Background: an optimization exercise with open tools, aiming at small area and a short achievable clock period. Do not read the settings as production practice. RTL that was checked went through simulation tests only; none was proved equivalent to the original. Power is estimated from default activity; no workload was simulated.

Setup of nickel:
==> flow/design.v <==
module dpram (
    clK,
    wr_EN,
    wr_ADDR,
    wr_DATA,
    rd_SELn,
    rd_DATA
    );
    parameter DATA = 16;
    parameter ADDR = 5;
    localparam DEPTH = 1 << ADDR;
    input  wire              clK;
    input  wire              wr_EN;
    input  wire [ADDR-1:0]   wr_ADDR;
    input  wire [DATA-1:0]   wr_DATA;
    input  wire [DEPTH-1:0]  rd_SELn;
    output reg  [DATA-1:0]   rd_DATA;
    reg  [DATA*DEPTH-1:0] Memory;
    wire [DATA*DEPTH-1:0] Memory_nxt;
    wire [DATA-1:0]       rd_mux;
    genvar r, b;
    generate
        for (r = 0; r < DEPTH; r = r + 1) begin : row
            wire we = wr_EN & (wr_ADDR == r);
            for (b = 0; b < DATA; b = b + 1) begin : bt
                dpram_wbit wbit (
                    .we(we),
                    .hold(~we),
                    .d(wr_DATA[b]),
                    .q(Memory[r*DATA + b]),
                    .nxt(Memory_nxt[r*DATA + b])
                    );
            end
        end
        for (b = 0; b < DATA; b = b + 1) begin : col
            wire [DEPTH-1:0] bits;
            for (r = 0; r < DEPTH; r = r + 1) begin : pick
                assign bits[r] = Memory[r*DATA + b];
            end
            dpram_rcol #(.DEPTH(DEPTH)) rcol (
                .bits(bits),
                .seln(rd_SELn),
                .y(rd_mux[b])
                );
        end
    endgenerate
    always @(posedge clK) begin
        Memory  <= Memory_nxt;
        rd_DATA <= rd_mux;
    end
endmodule
module dpram_wbit (we, hold, d, q, nxt);
    input  wire we;
    input  wire hold;
    input  wire d;
    input  wire q;
    output wire nxt;
    assign nxt = (d & we) | (q & hold);
endmodule
module dpram_rcol (bits, seln, y);
    parameter DEPTH = 32;
    input  wire [DEPTH-1:0] bits;
    input  wire [DEPTH-1:0] seln;
    output wire             y;
    assign y = &(bits | seln);
endmodule
module fifo (
    clK,
    fifo_WR,
    fifo_IN,
    fifo_RD,
    fifo_OUT,
    rsT,
    statuS
    );
    parameter DATA = 16;
    parameter ADDR = 5;
    localparam DEPTH = 1 << ADDR;
    input clK;
    input  wire              fifo_WR;
    input  wire [DATA-1:0]   fifo_IN;
    input  wire              fifo_RD;
    output wire [DATA-1:0]   fifo_OUT;
    input  wire              rsT;
    output wire [1:0]        statuS;
    reg         [ADDR-1:0]   Address_In;
    reg         [DEPTH-1:0]  Read_Sel_n;    
    reg         [1:0]        Diff;
    dpram #(.DATA(DATA), .ADDR(ADDR)) Fifomem (
        .clK(clK),
        .wr_EN(fifo_WR),
        .wr_ADDR(Address_In),
        .wr_DATA(fifo_IN),
        .rd_SELn(Read_Sel_n),
        .rd_DATA(fifo_OUT)
        );
    assign statuS = Diff;
    always @(posedge clK) begin
        if (rsT) begin
            Address_In <= 0;
            Read_Sel_n <= {{(DEPTH-1){1'b1}}, 1'b0};
            Diff       <= 0;
        end
        else begin
            if (fifo_WR)
                Address_In <= Address_In + 1'b1;
            if (fifo_RD)
                Read_Sel_n <= {Read_Sel_n[DEPTH-2:0], Read_Sel_n[DEPTH-1]};
            if (fifo_WR & ~fifo_RD)
                Diff <= Diff + 1'b1;
            else if (fifo_RD & ~fifo_WR)
                Diff <= Diff - 1'b1;
        end
    end
endmodule
export LEC_CHECK = 0
export CAP_MARGIN = 20
export CORE_MARGIN = 2
export CORE_UTILIZATION = 65
export SETUP_SLACK_MARGIN = 1.6
export SLEW_MARGIN = 20
export SYNTH_HIERARCHICAL = 1
create_clock -name core_clock -period 3.0 [get_ports {clK}]
run.sh (not shown) runs the stock make flow with config.mk's settings and CLKGATE_MAP_FILE= SYNTH_SCRIPT=/design/flow/synth_recipe.tcl, a recipe that flattens the netlist after the stock synthesis.
nickel: full flow OK, the timing, design-rule and antenna checks passed
For ember, these inputs were changed with respect to nickel:
Settings: changing SETUP_SLACK_MARGIN from 1.6 to 1.3.
[summary]
Compared with nickel, ember shows clock network fraction of design power higher by 3.0 points. nickel → ember: register area decreased 88 um^2; routing usage on met1 went down; final design area excluding fillers now sits lower. Looking at end point of the critical path, the Fifomem.Memory[465] result is from nickel; the Fifomem.rd_DATA[5] one comes from ember. The peak clock frequency supported by timing number comes out lower for nickel vs ember. From nickel to ember the numbers moved as follows: time the final worst path needs with I/O delays and setup lost 210 ps; hold slack essentially unchanged. ember improves on nickel in setup slack after layout.
No functional check of the RTL was part of any run of this note.

---

Setup of run A:
fifo, a different RTL version from the one above (not shown whole).
Size in the first run: ~1700 cells after synthesis, ~550 flip-flops, ~19000 µm² of cells after synthesis.
==> flow/config.mk <==
export PLATFORM = sky130hd
export DESIGN_NAME = fifo
export DESIGN_NICKNAME = fifo
export VERILOG_FILES = /design/flow/design.v
export SDC_FILE = /design/flow/constraint.sdc
export NUM_CORES = 4
export LEC_CHECK = 0
export CAP_MARGIN = 20
export CORE_MARGIN = 2
export CORE_UTILIZATION = 75
export CTS_BUF_LIST = sky130_fd_sc_hd__clkbuf_8
export CTS_CLUSTER_DIAMETER = 50
export CTS_CLUSTER_SIZE = 20
export SETUP_SLACK_MARGIN = 1.3
export SLEW_MARGIN = 20
export SYNTH_HIERARCHICAL = 1
==> flow/constraint.sdc <==
create_clock -name core_clock -period 3.0 [get_ports {clK}]
set_input_delay 0.6000 -clock core_clock [delete_from_list [all_inputs] [get_ports {clK}]]
set_output_delay 0.6000 -clock core_clock [all_outputs]
set_load 0.01 [all_outputs]
Run A finished every stage and its layout cleared the timing, design-rule and antenna checks.
Modified inputs, run B compared to run A
# run A
export LEC_CHECK = 0
export CAP_MARGIN = 20
export CORE_MARGIN = 2
export CORE_UTILIZATION = 75
export CTS_BUF_LIST = sky130_fd_sc_hd__clkbuf_8
export CTS_CLUSTER_DIAMETER = 50
export CTS_CLUSTER_SIZE = 20
export SETUP_SLACK_MARGIN = 1.3
export SLEW_MARGIN = 20
export SYNTH_HIERARCHICAL = 1
create_clock -name core_clock -period 3.0 [get_ports {clK}]
# run B
export LEC_CHECK = 0
export CAP_MARGIN = 20
export CORE_MARGIN = 2
export CORE_UTILIZATION = 65
export CTS_CLUSTER_DIAMETER = 50
export CTS_CLUSTER_SIZE = 20
export SETUP_SLACK_MARGIN = 1.3
export SLEW_MARGIN = 20
export SYNTH_HIERARCHICAL = 1
create_clock -name core_clock -period 3.0 [get_ports {clK}]
Results
Run B vs run A — number of well taps climbed by more than 10%. Cmp run B vs run A: fraction of area in multi-input gates lower in run B. Run B vs run A: clock skew down in run B. Higher final core area utilization among run A and run B: run A. Wire length of run B is on par with run A. Diff run A -> run B | number of clock buffer instances in the layout | down by a few percent.
## Diff of input files: run C against run B
# run B
export LEC_CHECK = 0
export CAP_MARGIN = 20
export CORE_MARGIN = 2
export CORE_UTILIZATION = 65
export CTS_CLUSTER_DIAMETER = 50
export CTS_CLUSTER_SIZE = 20
export SETUP_SLACK_MARGIN = 1.3
export SLEW_MARGIN = 20
export SYNTH_HIERARCHICAL = 1
create_clock -name core_clock -period 3.0 [get_ports {clK}]
# run C
export LEC_CHECK = 0
export CAP_MARGIN = 20
export CORE_MARGIN = 2
export CORE_UTILIZATION = 75
export SETUP_SLACK_MARGIN = 1.3
export SLEW_MARGIN = 20
export SYNTH_HIERARCHICAL = 1
create_clock -name core_clock -period 3.0 [get_ports {clK}]
## What came out
Going from run B to run C, the clock-buffer cell count was found to have gone up by 33. Per the comparison of run C with run B, worst setup slack after layout saw an increase, core utilization saw an increase. Run C vs. run B: die area lost 13%; total design power picked up an extra about 6%. Comparing run B and run C, the lower aggregate global-route resource usage is on run B. Run C vs. run B: filler-free cell count of the finished design went down by 1.7%. Initial core utilization up 9.9 points in run C wrt run B. The via count of the first global-routing pass in run B is 0.919 times that in run C. Launching element of the worst setup path = Read_Lo[1]: run C; launching element of the worst setup path = Read_Lo[0]: run B. Fifomem.rd_DATA[7] as the capture point of the critical path was reported by run B, and Fifomem.rd_DATA[12] by run C.
[inputs] run D vs run C
# run C
export LEC_CHECK = 0
export CAP_MARGIN = 20
export CORE_MARGIN = 2
export CORE_UTILIZATION = 75
export SETUP_SLACK_MARGIN = 1.3
export SLEW_MARGIN = 20
export SYNTH_HIERARCHICAL = 1
create_clock -name core_clock -period 3.0 [get_ports {clK}]
# run D
export LEC_CHECK = 0
export CAP_MARGIN = 20
export CORE_MARGIN = 2
export CORE_UTILIZATION = 65
export SETUP_SLACK_MARGIN = 1.3
export SLEW_MARGIN = 20
export SYNTH_HIERARCHICAL = 1
create_clock -name core_clock -period 3.0 [get_ports {clK}]
Notes after the runs:
Run D ran to completion and came out clean on the timing, design-rule and antenna checks.
Data arrival time of the critical path: higher on run D
Changes observed in run D relative to run C: post-layout minimum cycle time climbed 0.061 ns, worst setup slack dropped 0.061 ns.
Relative to run C, wire length per cell has decreased by about 7% in run D.
Diff run C and run D: minimum setup slack among reg-to-reg paths higher in run C
Internal power consumption, run C and run D: larger value in run C
Changes observed in run D relative to run C: count of nets after finishing shows an increase of about 0.55%; routed wire length shows a reduction of about 4%.
Global-route met2 utilization in run D vs run C: down 13 points
--- input diff run D..run E ---
# run D
export LEC_CHECK = 0
export CAP_MARGIN = 20
export CORE_MARGIN = 2
export CORE_UTILIZATION = 65
export SETUP_SLACK_MARGIN = 1.3
export SLEW_MARGIN = 20
export SYNTH_HIERARCHICAL = 1
create_clock -name core_clock -period 3.0 [get_ports {clK}]
# run E
export LEC_CHECK = 0
export CAP_MARGIN = 20
export CORE_MARGIN = 2
export CORE_UTILIZATION = 75
export CTS_CLUSTER_DIAMETER = 50
export CTS_CLUSTER_SIZE = 20
export SETUP_SLACK_MARGIN = 1.3
export SLEW_MARGIN = 75
export SYNTH_HIERARCHICAL = 1
create_clock -name core_clock -period 3.0 [get_ports {clK}]
==> comparison <==
- Run E completed; timing, DRC and antenna clean
- Run D completed; timing, DRC and antenna clean
- Looking at post-placement worst setup slack across run E and run D, the one that comes out lower is run E.
- Between run E and run D, the register-to-register setup slack does not differ in any meaningful way.
- Max number of core rows across run E and run D: run D
- Between run E and run D, the difference in clock skew is negligible.
- Fraction of area in multi-input gates delta for run E relative to run D: 1.3 points higher
- Share of the clock period used by the worst path in run E is 0.46 points higher than in run D
- Part of the total power dissipated in the clock network ended up 3.8 points lower on run E than on run D.
For run F, these inputs were changed with respect to run E:
# run E
export LEC_CHECK = 0
export CAP_MARGIN = 20
export CORE_MARGIN = 2
export CORE_UTILIZATION = 75
export CTS_CLUSTER_DIAMETER = 50
export CTS_CLUSTER_SIZE = 20
export SETUP_SLACK_MARGIN = 1.3
export SLEW_MARGIN = 75
export SYNTH_HIERARCHICAL = 1
create_clock -name core_clock -period 3.0 [get_ports {clK}]
# run F
export LEC_CHECK = 0
export CAP_MARGIN = 20
export CORE_MARGIN = 2
export CORE_UTILIZATION = 75
export CTS_CLUSTER_DIAMETER = 50
export CTS_CLUSTER_SIZE = 20
export SETUP_SLACK_MARGIN = 1.38
export SLEW_MARGIN = 20
export SYNTH_HIERARCHICAL = 1
create_clock -name core_clock -period 3.0 [get_ports {clK}]
Results
- Run F finished end to end and its layout was clean on timing, DRC and antenna.
- Run F vs run E, global-route wire length before repair went down by about 1.5%.
- Compared with run E, in run F non-filler instance count after layout flat, met3 track demand over resource decreased 0.56 points.
- Summary of run F over run E: total vias in the final route shrank by about 2%, wire length on met2 now smaller, clock share of power increased 0.4 points, number of global-route vias before repair lost 326.
- Compared with run E, run F ends up with a smaller final cell area.
- Going from run E to run F, multi-input combinational cell area now sits lower, power in combinational cells now sits lower, share of the cycle needed by the critical path after routing now sits lower.

-- separate check: timing with driven ports --
Ports are ideal in the flow. The routed layouts listed here were re-timed in OpenROAD. Step 1 (the two cells are an assumption about what drives the block):
set clk [get_ports {clK}]
set_driving_cell -lib_cell sky130_fd_sc_hd__clkbuf_16 $clk
set_driving_cell -lib_cell sky130_fd_sc_hd__buf_2 [delete_from_list [all_inputs] $clk]
Step 2 also shifts input and output timing later by t, the mid clock arrival at the registers, as if the neighbouring blocks saw the same clock. Three values: ideal ports, drivers, drivers and shift; two values: the first two.
| run | shift t [ns] | setup slack, ns | worst hold slack (ns) | worst register clock-pin slew, ns | worst slew at a driven data input, ns |
|---|---|---|---|---|---|
| nickel | 0.643 | 1.097 / 1.097 / 0.642 | 0.474 / 0.474 / 0.474 | 0.07 / 0.07 | 0.08 |
| ember | 0.625 | 1.309 / 1.286 / 0.790 | 0.474 / 0.474 / 0.474 | 0.07 / 0.07 | 0.04 |
| run A | 0.637 | 1.223 / 1.223 / 0.757 | 0.475 / 0.455 / 0.484 | 0.12 / 0.12 | 0.03 |
| run B | 0.593 | 1.253 / 1.253 / 0.731 | 0.477 / 0.477 / 0.477 | 0.08 / 0.08 | 0.03 |
| run C | 0.615 | 1.268 / 1.254 / 0.704 | 0.475 / 0.452 / 0.475 | 0.07 / 0.07 | 0.03 |
| run D | 0.625 | 1.207 / 1.207 / 0.753 | 0.474 / 0.459 / 0.474 | 0.07 / 0.07 | 0.03 |
| run E | 0.601 | 1.193 / 1.193 / 0.843 | 0.403 / 0.372 / 0.478 | 0.09 / 0.09 | 0.04 |
| run F | 0.597 | 1.291 / 1.291 / 0.775 | 0.478 / 0.478 / 0.478 | 0.08 / 0.08 | 0.03 |
After both steps every run listed still meets setup and hold. For run C, which loses most, drivers alone change the setup slack by -0.014 ns; drivers and shift together by -0.564 ns.
